This design comes from an exercise in tuning for small area, a short achievable clock period and few clock cycles per item on the open sky130 flow, not from production work. Where RTL was checked, it was by simulation tests only, not by an equivalence proof against the original.

==> inputs of trial 16 <==
==> flow/design.v <==
module circ(clk,rst,buttonRight,buttonCenter,buttonLeft,inputMultiplier,inputMultiplicand,segments,anode_active,doneFlag);
    input wire clk;
    input wire rst;
    input wire buttonRight;
    input wire buttonCenter;
    input wire buttonLeft;
    input wire [7:0] inputMultiplier;
    input wire [7:0] inputMultiplicand;
    output reg [6:0] segments;
    output wire [3:0] anode_active;
    output wire doneFlag;
    wire sa = inputMultiplier[7];
    wire sb = inputMultiplicand[7];
    wire [6:0] a = inputMultiplier[6:0] ^ {7{sa}};
    wire [6:0] b = inputMultiplicand[6:0] ^ {7{sb}};
    wire [14:0] mag = a * b + (sa ? {8'd0, b} : 15'd0) + (sb ? {8'd0, a} : 15'd0) + {14'd0, sa & sb};
    wire minus = (sa & ~sb & |inputMultiplicand[6:0]) | (sb & ~sa & |inputMultiplier[6:0]);
    reg [14:0] product;
    reg negative;
    reg done;
    reg [1:0] phase;
    reg [1:0] view;
    always @(posedge clk) begin
        if (buttonCenter) begin
            product <= mag;
            negative <= minus;
        end
    end
    always @(posedge clk) done <= ~rst & (done | buttonCenter);
    assign doneFlag = done;
    always @(posedge clk) phase <= rst ? 2'd0 : phase + 2'd1;
    assign anode_active = ~(4'b0001 << phase);
    always @(posedge clk) begin
        if (buttonCenter) view <= 2'd0;
        else case (view)
            2'd0: if (buttonLeft) view <= 2'd1;
            2'd1: if (buttonLeft) view <= 2'd2; else if (buttonRight) view <= 2'd0;
            2'd2: if (buttonRight) view <= 2'd1;
            default: view <= view;
        endcase
    end
    function [3:0] add3;
        input [3:0] x;
        begin
            add3[3] = x[3] | (x[2] & (x[1] | x[0]));
            add3[2] = (x[3] & x[0]) | (x[2] & ~x[1] & ~x[0]);
            add3[1] = (x[1] & (~x[2] | x[0])) | (x[3] & ~x[0]);
            add3[0] = (~x[3] & ~x[2] & x[0]) | (x[2] & x[1] & ~x[0]) | (x[3] & ~x[0]);
        end
    endfunction
    reg [19:0] bcd;
    integer i, j;
    always @(*) begin
        bcd = 20'd0;
        for (i = 14; i >= 0; i = i - 1) begin
            for (j = 0; j < 5; j = j + 1)
                bcd[4*j +: 4] = add3(bcd[4*j +: 4]);
            bcd = {bcd[18:0], product[i]};
        end
    end
    wire [2:0] k = {1'b0, view} + {1'b0, phase};
    reg [3:0] digit;
    always @(*) begin
        case (k)
            3'd0: digit = bcd[3:0];
            3'd1: digit = bcd[7:4];
            3'd2: digit = bcd[11:8];
            3'd3: digit = bcd[15:12];
            default: digit = bcd[19:16];
        endcase
    end
    always @(*) begin
        if (phase == 2'd3) segments = negative ? 7'b1111110 : 7'b1111111;
        else case (digit)
            4'd0: segments = 7'b0000001;
            4'd1: segments = 7'b1001111;
            4'd2: segments = 7'b0010010;
            4'd3: segments = 7'b0000110;
            4'd4: segments = 7'b1001100;
            4'd5: segments = 7'b0100100;
            4'd6: segments = 7'b0100000;
            4'd7: segments = 7'b0001111;
            4'd8: segments = 7'b0000000;
            default: segments = 7'b0000100;
        endcase
    end
endmodule
==> flow/flow/run.sh <==
#!/bin/bash
# Standard layout, with timing repair asked to leave extra setup slack.
set -euo pipefail
export SETUP_SLACK_MARGIN=10
bash standard.sh > standard_flow.log 2>&1
==> flow/standard.sh <==
#!/bin/bash
# synth_recipe.tcl (not shown) runs the flow's synth.tcl, then flattens the netlist and writes it again
# the make line also repeats each setting of config.mk as NAME=value (left out here)
make -C /OpenROAD-flow-scripts/flow DESIGN_CONFIG=/design/flow/config.mk WORK_HOME=/design/flow/orfs CLKGATE_MAP_FILE= SYNTH_SCRIPT=/design/flow/synth_recipe.tcl "${@:-finish}"
==> flow/config.mk <==
export PLATFORM = sky130hd
export DESIGN_NAME = circ
export DESIGN_NICKNAME = circ
export VERILOG_FILES = /design/flow/design.v
export SDC_FILE = /design/flow/constraint.sdc
export NUM_CORES = 4
export LEC_CHECK = 0
export ABC_AREA = 1
export CAP_MARGIN = 20
export CORE_MARGIN = 2
export CORE_UTILIZATION = 70
export SLEW_MARGIN = 20
==> flow/constraint.sdc <==
create_clock -name core_clock -period 14.0 [get_ports {clk}]
set_input_delay 2.8000 -clock core_clock [delete_from_list [all_inputs] [get_ports {clk}]]
set_output_delay 2.8000 -clock core_clock [all_outputs]
set_load 0.01 [all_outputs]
==> build 47 (differences from trial 16) <==
==> flow/design.v, changed modules only <==
module circ(clk,rst,buttonRight,buttonCenter,buttonLeft,inputMultiplier,inputMultiplicand,segments,anode_active,doneFlag);
    input wire clk;
    input wire rst;
    input wire buttonRight;
    input wire buttonCenter;
    input wire buttonLeft;
    input wire [7:0] inputMultiplier;
    input wire [7:0] inputMultiplicand;
    output reg [6:0] segments;
    output wire [3:0] anode_active;
    output wire doneFlag;
    wire sa = inputMultiplier[7];
    wire sb = inputMultiplicand[7];
    wire [6:0] a = inputMultiplier[6:0] ^ {7{sa}};
    wire [6:0] b = inputMultiplicand[6:0] ^ {7{sb}};
    wire minus = (sa & ~sb & |inputMultiplicand[6:0]) | (sb & ~sa & |inputMultiplier[6:0]);
    wire [48:0] pp;
    genvar gi, gj;
    generate for (gi = 0; gi < 7; gi = gi + 1) begin : g_pp
        for (gj = 0; gj < 7; gj = gj + 1) begin : g_ppj
            assign pp[gi*7+gj] = a[gi] & b[gj];
        end
    end endgenerate
    wire [6:0] ca = b & {7{sa}};
    wire [6:0] cb = a & {7{sb}};
    wire sab = sa & sb;
    wire t1 = pp[4] ^ pp[10];
    wire t2 = pp[4] & pp[10];
    wire t3 = pp[5] ^ pp[11] ^ pp[17];
    wire t4 = (pp[5] & pp[11]) | (pp[5] & pp[17]) | (pp[11] & pp[17]);
    wire t5 = pp[23] ^ pp[29];
    wire t6 = pp[23] & pp[29];
    wire t7 = pp[6] ^ pp[12] ^ pp[18];
    wire t8 = (pp[6] & pp[12]) | (pp[6] & pp[18]) | (pp[12] & pp[18]);
    wire t9 = pp[24] ^ pp[30] ^ pp[36];
    wire t10 = (pp[24] & pp[30]) | (pp[24] & pp[36]) | (pp[30] & pp[36]);
    wire t11 = pp[42] ^ ca[6];
    wire t12 = pp[42] & ca[6];
    wire t13 = pp[13] ^ pp[19] ^ pp[25];
    wire t14 = (pp[13] & pp[19]) | (pp[13] & pp[25]) | (pp[19] & pp[25]);
    wire t15 = pp[31] ^ pp[37];
    wire t16 = pp[31] & pp[37];
    wire t17 = pp[20] ^ pp[26];
    wire t18 = pp[20] & pp[26];
    wire t19 = pp[2] ^ pp[8];
    wire t20 = pp[2] & pp[8];
    wire t21 = pp[3] ^ pp[9] ^ pp[15];
    wire t22 = (pp[3] & pp[9]) | (pp[3] & pp[15]) | (pp[9] & pp[15]);
    wire t23 = pp[21] ^ ca[3];
    wire t24 = pp[21] & ca[3];
    wire t25 = pp[16] ^ pp[22] ^ pp[28];
    wire t26 = (pp[16] & pp[22]) | (pp[16] & pp[28]) | (pp[22] & pp[28]);
    wire t27 = ca[4] ^ cb[4] ^ t1;
    wire t28 = (ca[4] & cb[4]) | (ca[4] & t1) | (cb[4] & t1);
    wire t29 = pp[35] ^ ca[5] ^ cb[5];
    wire t30 = (pp[35] & ca[5]) | (pp[35] & cb[5]) | (ca[5] & cb[5]);
    wire t31 = t3 ^ t5 ^ t2;
    wire t32 = (t3 & t5) | (t3 & t2) | (t5 & t2);
    wire t33 = cb[6] ^ t7 ^ t9;
    wire t34 = (cb[6] & t7) | (cb[6] & t9) | (t7 & t9);
    wire t35 = t11 ^ t4 ^ t6;
    wire t36 = (t11 & t4) | (t11 & t6) | (t4 & t6);
    wire t37 = pp[43] ^ t13 ^ t15;
    wire t38 = (pp[43] & t13) | (pp[43] & t15) | (t13 & t15);
    wire t39 = t8 ^ t10 ^ t12;
    wire t40 = (t8 & t10) | (t8 & t12) | (t10 & t12);
    wire t41 = pp[32] ^ pp[38] ^ pp[44];
    wire t42 = (pp[32] & pp[38]) | (pp[32] & pp[44]) | (pp[38] & pp[44]);
    wire t43 = t17 ^ t14 ^ t16;
    wire t44 = (t17 & t14) | (t17 & t16) | (t14 & t16);
    wire t45 = pp[27] ^ pp[33] ^ pp[39];
    wire t46 = (pp[27] & pp[33]) | (pp[27] & pp[39]) | (pp[33] & pp[39]);
    wire t47 = pp[45] ^ t18;
    wire t48 = pp[45] & t18;
    wire t49 = pp[34] ^ pp[40];
    wire t50 = pp[34] & pp[40];
    wire t51 = pp[0] ^ ca[0];
    wire t52 = pp[0] & ca[0];
    wire t53 = pp[1] ^ pp[7] ^ ca[1];
    wire t54 = (pp[1] & pp[7]) | (pp[1] & ca[1]) | (pp[7] & ca[1]);
    wire t55 = pp[14] ^ ca[2] ^ cb[2];
    wire t56 = (pp[14] & ca[2]) | (pp[14] & cb[2]) | (ca[2] & cb[2]);
    wire t57 = cb[3] ^ t21 ^ t23;
    wire t58 = (cb[3] & t21) | (cb[3] & t23) | (t21 & t23);
    wire t59 = t25 ^ t27 ^ t22;
    wire t60 = (t25 & t27) | (t25 & t22) | (t27 & t22);
    wire t61 = t29 ^ t31 ^ t26;
    wire t62 = (t29 & t31) | (t29 & t26) | (t31 & t26);
    wire t63 = t33 ^ t35 ^ t30;
    wire t64 = (t33 & t35) | (t33 & t30) | (t35 & t30);
    wire t65 = t37 ^ t39 ^ t34;
    wire t66 = (t37 & t39) | (t37 & t34) | (t39 & t34);
    wire t67 = t41 ^ t43 ^ t38;
    wire t68 = (t41 & t43) | (t41 & t38) | (t43 & t38);
    wire t69 = t45 ^ t47 ^ t42;
    wire t70 = (t45 & t47) | (t45 & t42) | (t47 & t42);
    wire t71 = pp[46] ^ t49 ^ t46;
    wire t72 = (pp[46] & t49) | (pp[46] & t46) | (t49 & t46);
    wire t73 = pp[41] ^ pp[47];
    wire t74 = pp[41] & pp[47];
    wire t75 = cb[0] ^ sab;
    wire t76 = cb[0] & sab;
    wire t77 = cb[1] ^ t53 ^ t52;
    wire t78 = (cb[1] & t53) | (cb[1] & t52) | (t53 & t52);
    wire t79 = t19 ^ t55 ^ t54;
    wire t80 = (t19 & t55) | (t19 & t54) | (t55 & t54);
    wire t81 = t20 ^ t57 ^ t56;
    wire t82 = (t20 & t57) | (t20 & t56) | (t57 & t56);
    wire t83 = t24 ^ t59 ^ t58;
    wire t84 = (t24 & t59) | (t24 & t58) | (t59 & t58);
    wire t85 = t28 ^ t61 ^ t60;
    wire t86 = (t28 & t61) | (t28 & t60) | (t61 & t60);
    wire t87 = t32 ^ t63 ^ t62;
    wire t88 = (t32 & t63) | (t32 & t62) | (t63 & t62);
    wire t89 = t36 ^ t65 ^ t64;
    wire t90 = (t36 & t65) | (t36 & t64) | (t65 & t64);
    wire t91 = t40 ^ t67 ^ t66;
    wire t92 = (t40 & t67) | (t40 & t66) | (t67 & t66);
    wire t93 = t44 ^ t69 ^ t68;
    wire t94 = (t44 & t69) | (t44 & t68) | (t69 & t68);
    wire t95 = t48 ^ t71 ^ t70;
    wire t96 = (t48 & t71) | (t48 & t70) | (t71 & t70);
    wire t97 = t50 ^ t73 ^ t72;
    wire t98 = (t50 & t73) | (t50 & t72) | (t73 & t72);
    wire t99 = pp[48] ^ t74;
    wire t100 = pp[48] & t74;
    wire [13:0] ra = {t100, t99, t97, t95, t93, t91, t89, t87, t85, t83, t81, t79, t77, t51};
    wire [13:0] rb = {1'b0, t98, t96, t94, t92, t90, t88, t86, t84, t82, t80, t78, t76, t75};
    wire [14:0] mag = ra + rb;
    reg [14:0] product;
    reg negative;
    reg done;
    reg [1:0] phase;
    reg [1:0] view;
    always @(posedge clk) begin
        if (buttonCenter) begin
            product <= mag;
            negative <= minus;
        end
    end
    always @(posedge clk) done <= ~rst & (done | buttonCenter);
    assign doneFlag = done;
    always @(posedge clk) phase <= rst ? 2'd0 : phase + 2'd1;
    assign anode_active = ~(4'b0001 << phase);
    always @(posedge clk) begin
        if (buttonCenter) view <= 2'd0;
        else case (view)
            2'd0: if (buttonLeft) view <= 2'd1;
            2'd1: if (buttonLeft) view <= 2'd2; else if (buttonRight) view <= 2'd0;
            2'd2: if (buttonRight) view <= 2'd1;
            default: view <= view;
        endcase
    end
    function [3:0] add3;
        input [3:0] x;
        begin
            add3[3] = x[3] | (x[2] & (x[1] | x[0]));
            add3[2] = (x[3] & x[0]) | (x[2] & ~x[1] & ~x[0]);
            add3[1] = (x[1] & (~x[2] | x[0])) | (x[3] & ~x[0]);
            add3[0] = (~x[3] & ~x[2] & x[0]) | (x[2] & x[1] & ~x[0]) | (x[3] & ~x[0]);
        end
    endfunction
    reg [19:0] bcd14;
    integer i, j;
    always @(*) begin
        bcd14 = 20'd0;
        for (i = 13; i >= 0; i = i - 1) begin
            for (j = 0; j < 5; j = j + 1)
                bcd14[4*j +: 4] = add3(bcd14[4*j +: 4]);
            bcd14 = {bcd14[18:0], product[i]};
        end
    end
    wire [19:0] bcd = bcd14 | (product[14] ? 20'h16384 : 20'h0);
    wire [2:0] k = {1'b0, view} + {1'b0, phase};
    reg [3:0] digit;
    always @(*) begin
        case (k)
            3'd0: digit = bcd[3:0];
            3'd1: digit = bcd[7:4];
            3'd2: digit = bcd[11:8];
            3'd3: digit = bcd[15:12];
            default: digit = bcd[19:16];
        endcase
    end
    always @(*) begin
        if (phase == 2'd3) segments = negative ? 7'b1111110 : 7'b1111111;
        else case (digit)
            4'd0: segments = 7'b0000001;
            4'd1: segments = 7'b1001111;
            4'd2: segments = 7'b0010010;
            4'd3: segments = 7'b0000110;
            4'd4: segments = 7'b1001100;
            4'd5: segments = 7'b0100100;
            4'd6: segments = 7'b0100000;
            4'd7: segments = 7'b0001111;
            4'd8: segments = 7'b0000000;
            default: segments = 7'b0000100;
        endcase
    end
endmodule
==> flow/run.sh (new file) <==
#!/bin/bash
# synth_recipe.tcl (not shown) runs the flow's synth.tcl, then flattens the netlist and writes it again
# the make line also repeats each setting of config.mk as NAME=value (left out here)
make -C /OpenROAD-flow-scripts/flow DESIGN_CONFIG=/design/flow/config.mk WORK_HOME=/design/flow/orfs CLKGATE_MAP_FILE= SYNTH_SCRIPT=/design/flow/synth_recipe.tcl finish
removed: flow/flow/run.sh
removed: flow/standard.sh
==> qor summary <==
Fraction of the mapped netlist area in adder cells: build 47 24.4%; trial 16 25.0%
Detailed-placement wirelength estimate: build 47 9.55 mm; trial 16 11.9 mm
Die boundary width: build 47 89.7 µm; trial 16 93.8 µm
Run status: build 47 complete, no violations; trial 16 stopped before the end
Stage where the flow stopped: build 47 -; trial 16 clock tree synthesis (4_1_cts)
Placed instance area: build 47 5580 µm²; trial 16 6420 µm²
Syn Inst Count: build 47 768; trial 16 887
Gates resized, CTS repair: build 47 0; trial 16 307
Post-CTS setup buffer count: build 47 0; trial 16 77
Area share of the leading cell type in the synthesized netlist: build 47 15.2%; trial 16 16.2%
Minimum setup slack after placement: build 47 5.67 ns; trial 16 5.39 ns
Cell type with the highest aggregate area in the netlist: build 47 sky130_fd_sc_hd__fa_1; trial 16 sky130_fd_sc_hd__nand2_1
Mapped Area: build 47 5140 µm²; trial 16 5650 µm²
Post-synthesis share of cell area spent on xor and xnor gates: build 47 4.43%; trial 16 3.72%
Simple logic cell fraction of the synthesized area: build 47 40.8%; trial 16 41.6%
Initial standard-cell utilization of the core: build 47 71.7%; trial 16 72.7%
Site row count: build 47 31; trial 16 32
Avg Synthesized Cell Area: build 47 6.70 µm²; trial 16 6.37 µm²
Synthesized net count: build 47 866; trial 16 997
Share of the synthesized area in compound gates (AO/OA/AOI/OAI): build 47 9.98%; trial 16 8.15%
Library cells used by synthesis: build 47 44; trial 16 40
Testbench counts of build 47, summed over its fixed seeds: cycles 8,000, items 8,000.
For trial 16, only the layout was checked, not whether the RTL still works.

## port drivers added, routing unchanged
The results above use ideal ports. As a check the final layout listed here was re-extracted and re-timed, cells and wires unchanged. Step 1, drivers: a clkbuf_16 drives clk and a buf_2 each remaining input, both assumed. Step 2 adds t to the input delays and takes it off the output delays; t is the mean of the earliest and latest rising clock arrival at the registers after step 1. Input paths then give back, and output paths get back, about the clock's delay inside the block. Slacks: no drivers / after step 1 / after step 2; pairs: no drivers / after step 1.
run: build 47
t (ns): 0.287
setup slack, ns: 5.874 / 5.879 / 5.592
worst slew at a driven data input, ns: 0.04
After both steps setup and hold are still met in build 47. The setup slack of build 47 moves by +0.005 ns with the drivers and by -0.282 ns with both steps.
